Background: an optimization exercise with open tools, aiming at small area and a short achievable clock period. Do not read the settings as production practice. RTL that was checked went through simulation tests only; none was proved equivalent to the original.

==> flow/design.v (excerpt) <==
module Cordic_Machine(clock_pulse, reset, x_input, y_input, z_input, x_output, y_output, z_output, flag);
export LEC_CHECK = 0
export CAP_MARGIN = 20
export CORE_MARGIN = 2
export CORE_UTILIZATION = 60
export SETUP_SLACK_MARGIN = 1.9
export SLEW_MARGIN = 20
create_clock -name core_clock -period 6.0 [get_ports {clock_pulse}]
standard.sh (not shown) runs the stock make flow with config.mk's settings and CLKGATE_MAP_FILE= SYNTH_SCRIPT=/design/flow/synth_recipe.tcl, a recipe that flattens the netlist after the stock synthesis.
==> flow/flow/run.sh <==
#!/bin/bash
# Standard layout, with the port buffers made of the smallest buffer cell.
export BUFFER_PORTS_ARGS="-buffer_cell sky130_fd_sc_hd__buf_1"
export CTS_ARGS="-sink_clustering_enable -repair_clock_nets -buf_list {sky130_fd_sc_hd__clkbuf_4 sky130_fd_sc_hd__clkbuf_8} -dont_use_dummy_load"
bash standard.sh > standard.log 2>&1
Edit:
--- a/flow/config.mk
+++ b/flow/config.mk
@@ -11 +11 @@
-export SETUP_SLACK_MARGIN = 1.9
+export SETUP_SLACK_MARGIN = 1.8
Effect: The new run finished clean. Via count came out lower by 0.53%. Synthesized area stays the same. Utilization went down by 0.91 points. Clock-buffer cell count is unchanged. Hold slack degrades by 63 ps. Global-route usage went down by 0.15 points. Flip-flop and latch count does not change. Final area came out lower by 1.3%.
No functional check of the RTL was part of any run of this note.

Another version of the RTL of Cordic_Machine (not shown whole).
Size in the first run: ~1100 cells after synthesis, about 150 I/O pins, about 0.0096 mm2 of cells after synthesis.
export LEC_CHECK = 0
export CAP_MARGIN = 20
export CORE_MARGIN = 2
export CORE_UTILIZATION = 60
export SETUP_SLACK_MARGIN = 1.75
export SLEW_MARGIN = 20
create_clock -name core_clock -period 6.0 [get_ports {clock_pulse}]
Scripts as last shown in full above: flow/flow/run.sh
==> next run, changes <==
--- a/flow/flow/run.sh
+++ b/flow/flow/run.sh
@@ -1,3 +1,10 @@
 #!/bin/bash
-# Standard layout, with the port buffers made of the smallest buffer cell.
+# The standard layout (standard.sh: the standard synthesis, then the ORFS
+# flow to the routed layout), with two changes passed to ORFS:
+#  - the port buffers are the smallest buffer cell, buf_1, instead of the
+#    cell buffer_ports picks by default (clkdlybuf4s50_1);
+#  - clock tree synthesis builds the tree from clkbuf_4/clkbuf_8 and adds no
+#    dummy loads.
+# ORFS writes each step's full log under orfs/logs/; make's own output goes
+# to standard.log here.
 export BUFFER_PORTS_ARGS="-buffer_cell sky130_fd_sc_hd__buf_1"
Settings changed: CORE_UTILIZATION 60 to 55, SETUP_SLACK_MARGIN 1.75 to 1.9.
=> Count of clock-buffer cells in the layout stays the same; cell area increases by 2.4%; worst hold slack improved by 59 ps; via count increases by 1.6%; die area increases by about 9%.
==> next run, changes <==
==> flow/flow/run.sh (replaced) <==
#!/bin/bash
# Standard layout, with the port buffers made of the smallest buffer cell.
export BUFFER_PORTS_ARGS="-buffer_cell sky130_fd_sc_hd__buf_1"
export CTS_ARGS="-sink_clustering_enable -sink_clustering_size 30 -sink_clustering_max_diameter 150 -repair_clock_nets -buf_list {sky130_fd_sc_hd__clkbuf_8 sky130_fd_sc_hd__clkbuf_16} -dont_use_dummy_load"
bash standard.sh > standard.log 2>&1
Settings changed: CORE_UTILIZATION 55 to 60, SETUP_SLACK_MARGIN 1.9 to 1.8.
What happened: The new run went through all stages and came out clean; via count came out lower by 1.5%; utilization rises by 5.1 points; setup slack got worse by 150 ps.
==> next run, changes <==
==> flow/flow/run.sh (replaced) <==
#!/bin/bash
# Standard layout, with the port buffers made of the smallest buffer cell.
export BUFFER_PORTS_ARGS="-buffer_cell sky130_fd_sc_hd__buf_1"
export CTS_ARGS="-sink_clustering_enable -repair_clock_nets -buf_list {sky130_fd_sc_hd__clkbuf_4 sky130_fd_sc_hd__clkbuf_8} -dont_use_dummy_load"
bash standard.sh > standard.log 2>&1
Settings changed: CORE_UTILIZATION 60 to 50, SETUP_SLACK_MARGIN 1.8 to 1.9.
Outcome:
- The changed run finished clean
- die area came out higher by 19%
- setup slack gets better by 99 ps
- synthesized cell count does not change
- first-iteration DRC count fell by 15%
==> next run, changes <==
Settings changed: CORE_UTILIZATION 50 to 60, SETUP_SLACK_MARGIN 1.9 to 1.8.
Result: Routed wire length fell by a few percent; cell count drops slightly; worst setup slack gets worse by 90 ps; die area is lower by about a fifth; design area drops by a few percent; worst hold slack degrades by 35 ps; maximum frequency decreases by a few percent.
==> next run, changes <==
Settings changed: CORE_UTILIZATION 60 to 45.
Effect:
- non-clock buffer count came out higher by 15
- cell count came out higher by 5.1%
- global-route usage came out lower by 5.8 points
- die area came out higher by 32%
- worst setup slack improves by 7.0 ps

The RTL this note starts from:
==> flow/design.v <==
`timescale 1ns / 1ps
module Cordic_Machine(clock_pulse, reset, x_input, y_input, z_input, x_output, y_output, z_output, flag);
	input clock_pulse;
	input reset;  
	input signed [24:0] x_input;
	input signed [24:0] y_input;
	input signed [24:0] z_input;
	output signed [24:0] x_output;
	output signed [24:0] y_output;
	output signed [24:0] z_output;
	output flag;
	reg signed [24:0] x, y, z;
	reg [4:0] k, kyn;
	wire [4:0] kx = k;
	wire [4:0] ky = ~kyn;
	reg load;  
	wire [31:0] kdec = 32'd1 << k;
	wire [24:0] atan;
	assign atan[0] = |(kdec & 32'h000a2ff0);
	assign atan[1] = |(kdec & 32'h00051794);
	assign atan[2] = |(kdec & 32'h00028bec);
	assign atan[3] = |(kdec & 32'h000145c4);
	assign atan[4] = |(kdec & 32'h0000a2e0);
	assign atan[5] = |(kdec & 32'h00005160);
	assign atan[6] = |(kdec & 32'h000028bc);
	assign atan[7] = |(kdec & 32'h00001454);
	assign atan[8] = |(kdec & 32'h00000a22);
	assign atan[9] = |(kdec & 32'h00000514);
	assign atan[10] = |(kdec & 32'h0000028c);
	assign atan[11] = |(kdec & 32'h00000146);
	assign atan[12] = |(kdec & 32'h000000a6);
	assign atan[13] = |(kdec & 32'h00000056);
	assign atan[14] = |(kdec & 32'h0000002c);
	assign atan[15] = |(kdec & 32'h00000012);
	assign atan[16] = |(kdec & 32'h00000008);
	assign atan[17] = |(kdec & 32'h00000004);
	assign atan[18] = |(kdec & 32'h00000002);
	assign atan[19] = |(kdec & 32'h00000001);
	assign atan[20] = 1'b0;
	assign atan[21] = 1'b0;
	assign atan[22] = 1'b0;
	assign atan[23] = 1'b0;
	assign atan[24] = 1'b0;
	wire neg = z[24];
	wire mz = ~neg | load;
	reg cx, cy;                    
	wire [24:0] xi = x ^ {25{cx}};
	wire [24:0] yi = y ^ {25{cy}};
	wire fx = cx ^ (x[24] & ~load);
	wire fy = cy ^ (y[24] & ~load);
	wire signed [25:0] xe = {fx, xi};
	wire signed [25:0] ye = {fy, yi};
	wire signed [25:0] xsh = xe >>> kx;
	wire signed [25:0] ysh = ye >>> ky;
	wire [24:0] xa = load ? x_input : x;
	wire [24:0] ya = load ? y_input : y;
	wire [24:0] za = load ? z_input : z;
	wire [24:0] xn, yn, zn;
	bk_add25 ax (.a(xa), .b(ysh[24:0]), .ci(cy), .s(xn));
	bk_add25 ay (.a(ya), .b(xsh[24:0]), .ci(cx), .s(yn));
	bk_add25 az (.a(za), .b(atan ^ {25{mz}}), .ci(mz), .s(zn));
	always @(posedge clock_pulse) begin
		if (reset) begin
			k <= 5'd31;
			kyn <= 5'd0;
			load <= 1'b1;
			cx <= 1'b0;
			cy <= 1'b0;
		end else begin
			cx <= zn[24] & (k != 5'd20);
			cy <= ~zn[24] & (k != 5'd20);
			k <= (k == 5'd20) ? 5'd31 : k + 5'd1;
			kyn <= (kyn == 5'd11) ? 5'd0 : kyn - 5'd1;
			load <= (k == 5'd20);
		end
		x <= xn;
		y <= yn;
		z <= zn;
	end
	assign flag = (k == 5'd20);
	assign x_output = x;
	assign y_output = y;
	assign z_output = z;
endmodule
module bk_add25(a, b, ci, s);
	input [24:0] a, b;
	input ci;
	output [24:0] s;
	wire [25:0] g0 = {a & b, ci};
	wire [25:0] p0 = {a ^ b, 1'b0};
	wire g_0_1 = g0[1] | (p0[1] & g0[0]);
	wire p_0_1 = p0[1] & p0[0];
	wire g_0_3 = g0[3] | (p0[3] & g0[2]);
	wire p_0_3 = p0[3] & p0[2];
	wire g_0_5 = g0[5] | (p0[5] & g0[4]);
	wire p_0_5 = p0[5] & p0[4];
	wire g_0_7 = g0[7] | (p0[7] & g0[6]);
	wire p_0_7 = p0[7] & p0[6];
	wire g_0_9 = g0[9] | (p0[9] & g0[8]);
	wire p_0_9 = p0[9] & p0[8];
	wire g_0_11 = g0[11] | (p0[11] & g0[10]);
	wire p_0_11 = p0[11] & p0[10];
	wire g_0_13 = g0[13] | (p0[13] & g0[12]);
	wire p_0_13 = p0[13] & p0[12];
	wire g_0_15 = g0[15] | (p0[15] & g0[14]);
	wire p_0_15 = p0[15] & p0[14];
	wire g_0_17 = g0[17] | (p0[17] & g0[16]);
	wire p_0_17 = p0[17] & p0[16];
	wire g_0_19 = g0[19] | (p0[19] & g0[18]);
	wire p_0_19 = p0[19] & p0[18];
	wire g_0_21 = g0[21] | (p0[21] & g0[20]);
	wire p_0_21 = p0[21] & p0[20];
	wire g_0_23 = g0[23] | (p0[23] & g0[22]);
	wire p_0_23 = p0[23] & p0[22];
	wire g_0_25 = g0[25] | (p0[25] & g0[24]);
	wire p_0_25 = p0[25] & p0[24];
	wire g_1_2 = g0[2] | (p0[2] & g_0_1);
	wire p_1_2 = p0[2] & p_0_1;
	wire g_1_3 = g_0_3 | (p_0_3 & g_0_1);
	wire p_1_3 = p_0_3 & p_0_1;
	wire g_1_6 = g0[6] | (p0[6] & g_0_5);
	wire p_1_6 = p0[6] & p_0_5;
	wire g_1_7 = g_0_7 | (p_0_7 & g_0_5);
	wire p_1_7 = p_0_7 & p_0_5;
	wire g_1_10 = g0[10] | (p0[10] & g_0_9);
	wire p_1_10 = p0[10] & p_0_9;
	wire g_1_11 = g_0_11 | (p_0_11 & g_0_9);
	wire p_1_11 = p_0_11 & p_0_9;
	wire g_1_14 = g0[14] | (p0[14] & g_0_13);
	wire p_1_14 = p0[14] & p_0_13;
	wire g_1_15 = g_0_15 | (p_0_15 & g_0_13);
	wire p_1_15 = p_0_15 & p_0_13;
	wire g_1_18 = g0[18] | (p0[18] & g_0_17);
	wire p_1_18 = p0[18] & p_0_17;
	wire g_1_19 = g_0_19 | (p_0_19 & g_0_17);
	wire p_1_19 = p_0_19 & p_0_17;
	wire g_1_22 = g0[22] | (p0[22] & g_0_21);
	wire p_1_22 = p0[22] & p_0_21;
	wire g_1_23 = g_0_23 | (p_0_23 & g_0_21);
	wire p_1_23 = p_0_23 & p_0_21;
	wire g_2_4 = g0[4] | (p0[4] & g_1_3);
	wire p_2_4 = p0[4] & p_1_3;
	wire g_2_5 = g_0_5 | (p_0_5 & g_1_3);
	wire p_2_5 = p_0_5 & p_1_3;
	wire g_2_6 = g_1_6 | (p_1_6 & g_1_3);
	wire p_2_6 = p_1_6 & p_1_3;
	wire g_2_7 = g_1_7 | (p_1_7 & g_1_3);
	wire p_2_7 = p_1_7 & p_1_3;
	wire g_2_12 = g0[12] | (p0[12] & g_1_11);
	wire p_2_12 = p0[12] & p_1_11;
	wire g_2_13 = g_0_13 | (p_0_13 & g_1_11);
	wire p_2_13 = p_0_13 & p_1_11;
	wire g_2_14 = g_1_14 | (p_1_14 & g_1_11);
	wire p_2_14 = p_1_14 & p_1_11;
	wire g_2_15 = g_1_15 | (p_1_15 & g_1_11);
	wire p_2_15 = p_1_15 & p_1_11;
	wire g_2_20 = g0[20] | (p0[20] & g_1_19);
	wire p_2_20 = p0[20] & p_1_19;
	wire g_2_21 = g_0_21 | (p_0_21 & g_1_19);
	wire p_2_21 = p_0_21 & p_1_19;
	wire g_2_22 = g_1_22 | (p_1_22 & g_1_19);
	wire p_2_22 = p_1_22 & p_1_19;
	wire g_2_23 = g_1_23 | (p_1_23 & g_1_19);
	wire p_2_23 = p_1_23 & p_1_19;
	wire g_3_8 = g0[8] | (p0[8] & g_2_7);
	wire p_3_8 = p0[8] & p_2_7;
	wire g_3_9 = g_0_9 | (p_0_9 & g_2_7);
	wire p_3_9 = p_0_9 & p_2_7;
	wire g_3_10 = g_1_10 | (p_1_10 & g_2_7);
	wire p_3_10 = p_1_10 & p_2_7;
	wire g_3_11 = g_1_11 | (p_1_11 & g_2_7);
	wire p_3_11 = p_1_11 & p_2_7;
	wire g_3_12 = g_2_12 | (p_2_12 & g_2_7);
	wire p_3_12 = p_2_12 & p_2_7;
	wire g_3_13 = g_2_13 | (p_2_13 & g_2_7);
	wire p_3_13 = p_2_13 & p_2_7;
	wire g_3_14 = g_2_14 | (p_2_14 & g_2_7);
	wire p_3_14 = p_2_14 & p_2_7;
	wire g_3_15 = g_2_15 | (p_2_15 & g_2_7);
	wire p_3_15 = p_2_15 & p_2_7;
	wire g_3_24 = g0[24] | (p0[24] & g_2_23);
	wire p_3_24 = p0[24] & p_2_23;
	wire g_3_25 = g_0_25 | (p_0_25 & g_2_23);
	wire p_3_25 = p_0_25 & p_2_23;
	wire g_4_16 = g0[16] | (p0[16] & g_3_15);
	wire p_4_16 = p0[16] & p_3_15;
	wire g_4_17 = g_0_17 | (p_0_17 & g_3_15);
	wire p_4_17 = p_0_17 & p_3_15;
	wire g_4_18 = g_1_18 | (p_1_18 & g_3_15);
	wire p_4_18 = p_1_18 & p_3_15;
	wire g_4_19 = g_1_19 | (p_1_19 & g_3_15);
	wire p_4_19 = p_1_19 & p_3_15;
	wire g_4_20 = g_2_20 | (p_2_20 & g_3_15);
	wire p_4_20 = p_2_20 & p_3_15;
	wire g_4_21 = g_2_21 | (p_2_21 & g_3_15);
	wire p_4_21 = p_2_21 & p_3_15;
	wire g_4_22 = g_2_22 | (p_2_22 & g_3_15);
	wire p_4_22 = p_2_22 & p_3_15;
	wire g_4_23 = g_2_23 | (p_2_23 & g_3_15);
	wire p_4_23 = p_2_23 & p_3_15;
	wire g_4_24 = g_3_24 | (p_3_24 & g_3_15);
	wire p_4_24 = p_3_24 & p_3_15;
	wire g_4_25 = g_3_25 | (p_3_25 & g_3_15);
	wire p_4_25 = p_3_25 & p_3_15;
	assign s = p0[25:1] ^ {g_4_24, g_4_23, g_4_22, g_4_21, g_4_20, g_4_19, g_4_18, g_4_17, g_4_16, g_3_15, g_3_14, g_3_13, g_3_12, g_3_11, g_3_10, g_3_9, g_3_8, g_2_7, g_2_6, g_2_5, g_2_4, g_1_3, g_1_2, g_0_1, g0[0]};
endmodule
export LEC_CHECK = 0
export CAP_MARGIN = 20
export CORE_MARGIN = 2
export CORE_UTILIZATION = 60
export SETUP_SLACK_MARGIN = 1.75
export SLEW_MARGIN = 20
create_clock -name core_clock -period 6.0 [get_ports {clock_pulse}]
==> flow/flow/run.sh <==
#!/bin/bash
# Standard layout, with the port buffers made of the smallest buffer cell.
export BUFFER_PORTS_ARGS="-buffer_cell sky130_fd_sc_hd__buf_1"
export CTS_ARGS="-sink_clustering_enable -repair_clock_nets -buf_list {sky130_fd_sc_hd__clkbuf_4 sky130_fd_sc_hd__clkbuf_8} -dont_use_dummy_load"
bash standard.sh > standard.log 2>&1
Then changed:
SETUP_SLACK_MARGIN = 2.0   (was 1.75)
Area after synthesis stays the same.
Critical path depth came out higher by 1.
Fmax came out higher by a few percent.
Worst setup slack is better by 140 ps.
Design area came out higher by a few percent.
Synthesized cell count is unchanged.
Then changed:
SETUP_SLACK_MARGIN = 1.65   (was 2.0)
Effect: The new run finished with timing, DRC and antenna clean. Utilization came out lower by 3.2 points. Non-clock buffer count came out lower by 18. Die area stays the same. Sequential share of layout area came out higher by 0.74 points.
Then changed:
SETUP_SLACK_MARGIN = 1.9   (was 1.65)
Outcome: Final cell count came out higher by 0.81%. Setup slack gets better by 67 ps. Worst hold slack gets worse by 110 ps. Sequential share of layout area came out lower by 0.56 points.
Then changed:
SETUP_SLACK_MARGIN = 1.8   (was 1.9)
=>
- cell count fell by 0.80%
- via count fell by 1.1%
- register-to-register slack loses 70 ps
- worst hold slack is about the same
- critical path depth is unchanged
- non-clock buffer count fell by 12
- wire length fell by 0.98%
- sequential share of layout area rose by 0.28 points
Function was not checked in any run of this note: the RTL went through the layout flow alone.

separate check: timing with driven ports:
No port has a modelled driver above. Below, the same layouts with a new extraction and two added sets of constraints.
Step 1 (the two cells are an assumption about what drives the block):
set clk [get_ports {clock_pulse}]
set_driving_cell -lib_cell sky130_fd_sc_hd__clkbuf_16 $clk
set_driving_cell -lib_cell sky130_fd_sc_hd__buf_2 [delete_from_list [all_inputs] $clk]
Step 2 times the ports against the registers' clock, not the clock port: input delays grow and output delays shrink by t, the midpoint of the rising clock arrivals with the driver on.
Slacks: ideal / step 1 / step 2; pairs: ideal / step 1.
run | t, ns | slack for setup (ns) | cell pins on the clock port's net
the first run of note 1 | 0.411 | 2.046 / 2.046 / 2.046 | 1
the second run of note 1 | 0.415 | 1.979 / 1.979 / 1.979 | 1
the first run of note 2 | 0.429 | 1.918 / 1.918 / 1.918 | 1
the second run of note 2 | 0.416 | 2.095 / 2.095 / 2.095 | 1
the third run of note 2 | 0.394 | 1.945 / 1.945 / 1.945 | 1
the fourth run of note 2 | 0.415 | 2.044 / 2.044 / 2.044 | 1
the fifth run of note 2 | 0.426 | 1.954 / 1.954 / 1.954 | 1
the sixth run of note 2 | 0.423 | 1.961 / 1.961 / 1.961 | 1
the first run of note 3 | 0.408 | 1.927 / 1.927 / 1.927 | 1
the second run of note 3 | 0.417 | 2.071 / 2.071 / 2.071 | 1
the third run of note 3 | 0.403 | 1.895 / 1.895 / 1.895 | 1
the fourth run of note 3 | 0.417 | 1.962 / 1.962 / 1.962 | 1
the fifth run of note 3 | 0.417 | 1.888 / 1.888 / 1.888 | 1
After both steps every run listed still meets setup and hold.
